Source: an optimization exercise on an open RTL-to-GDS flow (aim: small area, a short achievable clock period and few clock cycles). Production flows keep margins and buffers that such runs may drop. In this exercise RTL edits were held to simulation tests only and were not proved equivalent to the original. Power is estimated from default activity; no workload was simulated.

==> job 6436 <==
==> flow/design.v (excerpt) <==
module CPU(
        input clk,
        input resetn,
        output [13:0] imem_addr,
        input  [31:0] imem_rdata,
        output [13:0] dmem_addr,
        output [31:0] dmem_wdata,
        output        dmem_wen,
        input  [31:0] dmem_rdata,
        output [31:0] debug_wb_pc ,
        output        debug_wb_rf_wen ,
        output [4 :0] debug_wb_rf_addr,
        output [31:0] debug_wb_rf_wdata
        );
    reg  [13:0] pc;          
    reg         fv;          
    reg  [31:0] ir;
    reg         ir_v;
    reg  [31:0] e_a, e_b;    
    reg         e_v, e_wr, e_ld, e_mz;
    reg  [4:0]  e_rd;
    reg  [4:0]  e_sh;
    reg         e_sub, e_arith, e_and, e_or, e_xor, e_pa, e_slt, e_sll;
    reg  [31:0] m_res;       
    reg         m_v, m_wen, m_ld;
    reg  [4:0]  m_rd;
    reg  [13:0] da;          
    reg         dwen;
    reg  [29:0] dbg_pc;
    reg         dbg_wen;
    reg  [4:0]  dbg_rd;
    reg  [31:0] dbg_data;
    reg  [31:0] regs [1:31];
    reg  [31:1] rv;          
    function [32:0] add32;
        input [31:0] a, b;
        input ci;
        reg [31:0] p, G, P, Gn, Pn;
        integer l, i, s;
        begin
            p = a ^ b;
            G = a & b;
            P = p;
            for (l = 0; l < 5; l = l + 1) begin
                Gn = G;
                Pn = P;
                for (i = 0; i < 32; i = i + 1)
                    if ((i >> l) & 1) begin
                        s = ((i >> l) << l) - 1;
                        Gn[i] = G[i] | (P[i] & G[s]);
                        Pn[i] = P[i] & P[s];
                    end
                G = Gn;
  ...
export LEC_CHECK = 0
export CAP_MARGIN = 20
export CORE_MARGIN = 2
export CORE_UTILIZATION = 55
export SLEW_MARGIN = 20
create_clock -name core_clock -period 16.0 [get_ports {clk}]
standard.sh (not shown) runs the stock make flow with config.mk's settings and CLKGATE_MAP_FILE= SYNTH_SCRIPT=/design/flow/synth_recipe.tcl, a recipe that flattens the netlist after the stock synthesis.
==> flow/flow/run.sh <==
#!/bin/bash
# Standard ORFS layout (the standard.sh) with the timing repair asked
# to leave SETUP_SLACK_MARGIN ns of setup slack at the design's period.
set -euo pipefail
export SETUP_SLACK_MARGIN=11.6
bash standard.sh > standard_make.log 2>&1
==> inputs of job 5851, as changes to job 6436 <==
CORE_UTILIZATION = 45   (was 55)
==> inputs of job 1991, as changes to job 6436 <==
--- a/flow/design.v
+++ b/flow/design.v
@@ -116,23 +116,21 @@
     wire hold_pc = stall ? scnt[1] : (need1 | need2);
     wire [29:0] pc_inc30 = inc30({16'd0, pc});
     wire [13:0] pc_inc = pc_inc30[13:0];
     always @(posedge clk or negedge resetn) begin
         if (!resetn) begin
+            pc    <= 14'd0;
             fv    <= 1'b0;
             scnt  <= 2'd0;
             ir_v  <= 1'b0;
         end else begin
             fv    <= 1'b1;
             if (stall) scnt <= scnt - 2'd1;
             else       scnt <= need2 ? 2'd2 : need1 ? 2'd1 : 2'd0;
+            if (!hold_pc) pc <= pc_inc;
             if (!stall) ir_v <= fv;
         end
-    end
-    always @(posedge clk) begin
-        if (!resetn)       pc <= 14'd0;
-        else if (!hold_pc) pc <= pc_inc;
     end
     always @(posedge clk) if (!stall) ir <= imem_rdata;
     assign imem_addr = pc;
     wire [4:0] rs = ir[25:21];
     wire [4:0] rt = ir[20:16];
@@ -197,21 +195,22 @@
         e_ld  <= isL;
         da    <= addr[15:2];
         m_res <= alu;
         m_rd  <= e_rd;
         m_ld  <= e_ld;
-        dwen  <= go & isS;
     end
     always @(posedge clk or negedge resetn) begin
         if (!resetn) begin
             e_v   <= 1'b0;
             e_wr  <= 1'b0;
+            dwen  <= 1'b0;
             m_v   <= 1'b0;
             m_wen <= 1'b0;
         end else begin
             e_v   <= go;
             e_wr  <= go & (isR | isL);
+            dwen  <= go & isS;
             m_v   <= e_v;
             m_wen <= e_wen;
         end
     end
     assign dmem_addr  = da;
@@ -223,18 +222,17 @@
         dbg_data <= wdata;
     end
     always @(posedge clk or negedge resetn) begin
         if (!resetn) begin
             rv      <= 31'd0;
+            dbg_wen <= 1'b0;
+            dbg_pc  <= 30'd0;
         end else begin
             if (m_wen && m_rd != 5'd0) rv[m_rd] <= 1'b1;
-        end
-    end
-    always @(posedge clk) begin
-        dbg_wen <= m_wen;
-        if (!resetn)   dbg_pc <= 30'd0;
-        else if (m_v)  dbg_pc <= inc30(dbg_pc);
+            dbg_wen <= m_wen;
+            if (m_v) dbg_pc <= inc30(dbg_pc);
+        end
     end
     assign debug_wb_pc       = {dbg_pc, 2'b00};
     assign debug_wb_rf_wen   = dbg_wen;
     assign debug_wb_rf_addr  = dbg_rd;
     assign debug_wb_rf_wdata = dbg_data;
CORE_UTILIZATION = 45   (was 55)
==> qor summary <==
quantity	job 1991	job 5851	job 6436
Placed cell areas	61600 um^2	61600 um^2	61200 um^2
Die boundary height	362 um	362 um	328 um
Combinational group share of total power	0.038	0.026	0.025
Result of the run	finished clean	finished clean	finished clean
Worst setup path startpoint	dbg_pc[17]$_DFFE_PN0P_	imem_rdata[25]	imem_rdata[25]
Largest net degree at the start of global routing	66	65	85
Reported sequential group power	3.64 mW	3.61 mW	3.61 mW
Met2 track demand over resource in global routing	0.571	0.559	0.675
Clock tree cell share of total cell area	0.0657	0.0637	0.0688
Max VDD drop	0.0788 mV	0.0688 mV	0.117 mV
Share of total power consumed by net switching	0.221	0.217	0.215
Slowest CP cell	sky130_fd_sc_hd__dfrtp_1	sky130_fd_sc_hd__or4_4	sky130_fd_sc_hd__or4_4
Synthesized area divided by synthesized cell count	13.3 um^2	13.0 um^2	13.0 um^2
Effective utilization at floorplan	0.452	0.453	0.555
Count of inverters other than clock inverters in the layout	120	125	125
Via count of the first global-routing pass	45320	45478	45209
Total Power Consumption	7.15 mW	6.96 mW	7.14 mW
Mux share of post-synthesis cell area	0.0257	0.0215	0.0215
Worst-case hold slack	0.372 ns	0.365 ns	0.357 ns
Multi-input gate share of the layout cell area	0.297	0.299	0.299
Clock network power consumption	3.24 mW	3.17 mW	3.35 mW
Number of DRC violations after detailed-routing iteration 0	10838	11760	12502
Antenna Cells	6	15	10
Fill cells	10383	10488	7618
Hold worst-path end	m_v$_DFF_PN0_	m_ld$_DFF_P_	m_ld$_DFF_P_
Final cell count without fillers	6407	6555	6263
Testbench counts of job 6436, summed over its fixed seeds: cycles 3,307.
Testbench counts of job 5851, summed over its fixed seeds: cycles 3,307.
Testbench counts of job 1991, summed over its fixed seeds: cycles 3,307.

==> re-timing with driven ports <==
No port has a modelled driver above. Below, the same layouts with a new extraction and two added sets of constraints.
Step 1 assumes that a clkbuf_16 drives the clock port and a buf_2 every other input.
Step 2 moves the port delays by t, midway between the first and last clock arrival at a register: inputs arrive t later, outputs are due t later. That takes back most of the time a late clock gives input paths.
Three values: ideal, step 1, step 2; two values: the first two.
run	t (ns)	slack for setup (ns)	hold WS [ns]	clock arrival spread, ns	worst slew at a driven data input, ns
job 6436	0.845	11.451 / 11.416 / 10.625	0.357 / 0.357 / 0.357	0.030 / 0.030	0.10
job 5851	0.857	11.417 / 11.399 / 10.577	0.365 / 0.365 / 0.365	0.035 / 0.035	0.09
job 1991	0.871	11.431 / 11.351 / 10.690	0.372 / 0.372 / 0.372	0.035 / 0.035	0.07
After both steps setup and hold are still met in every run listed. For job 5851, which loses most, drivers alone change the setup slack by -0.018 ns; drivers and shift together by -0.840 ns.
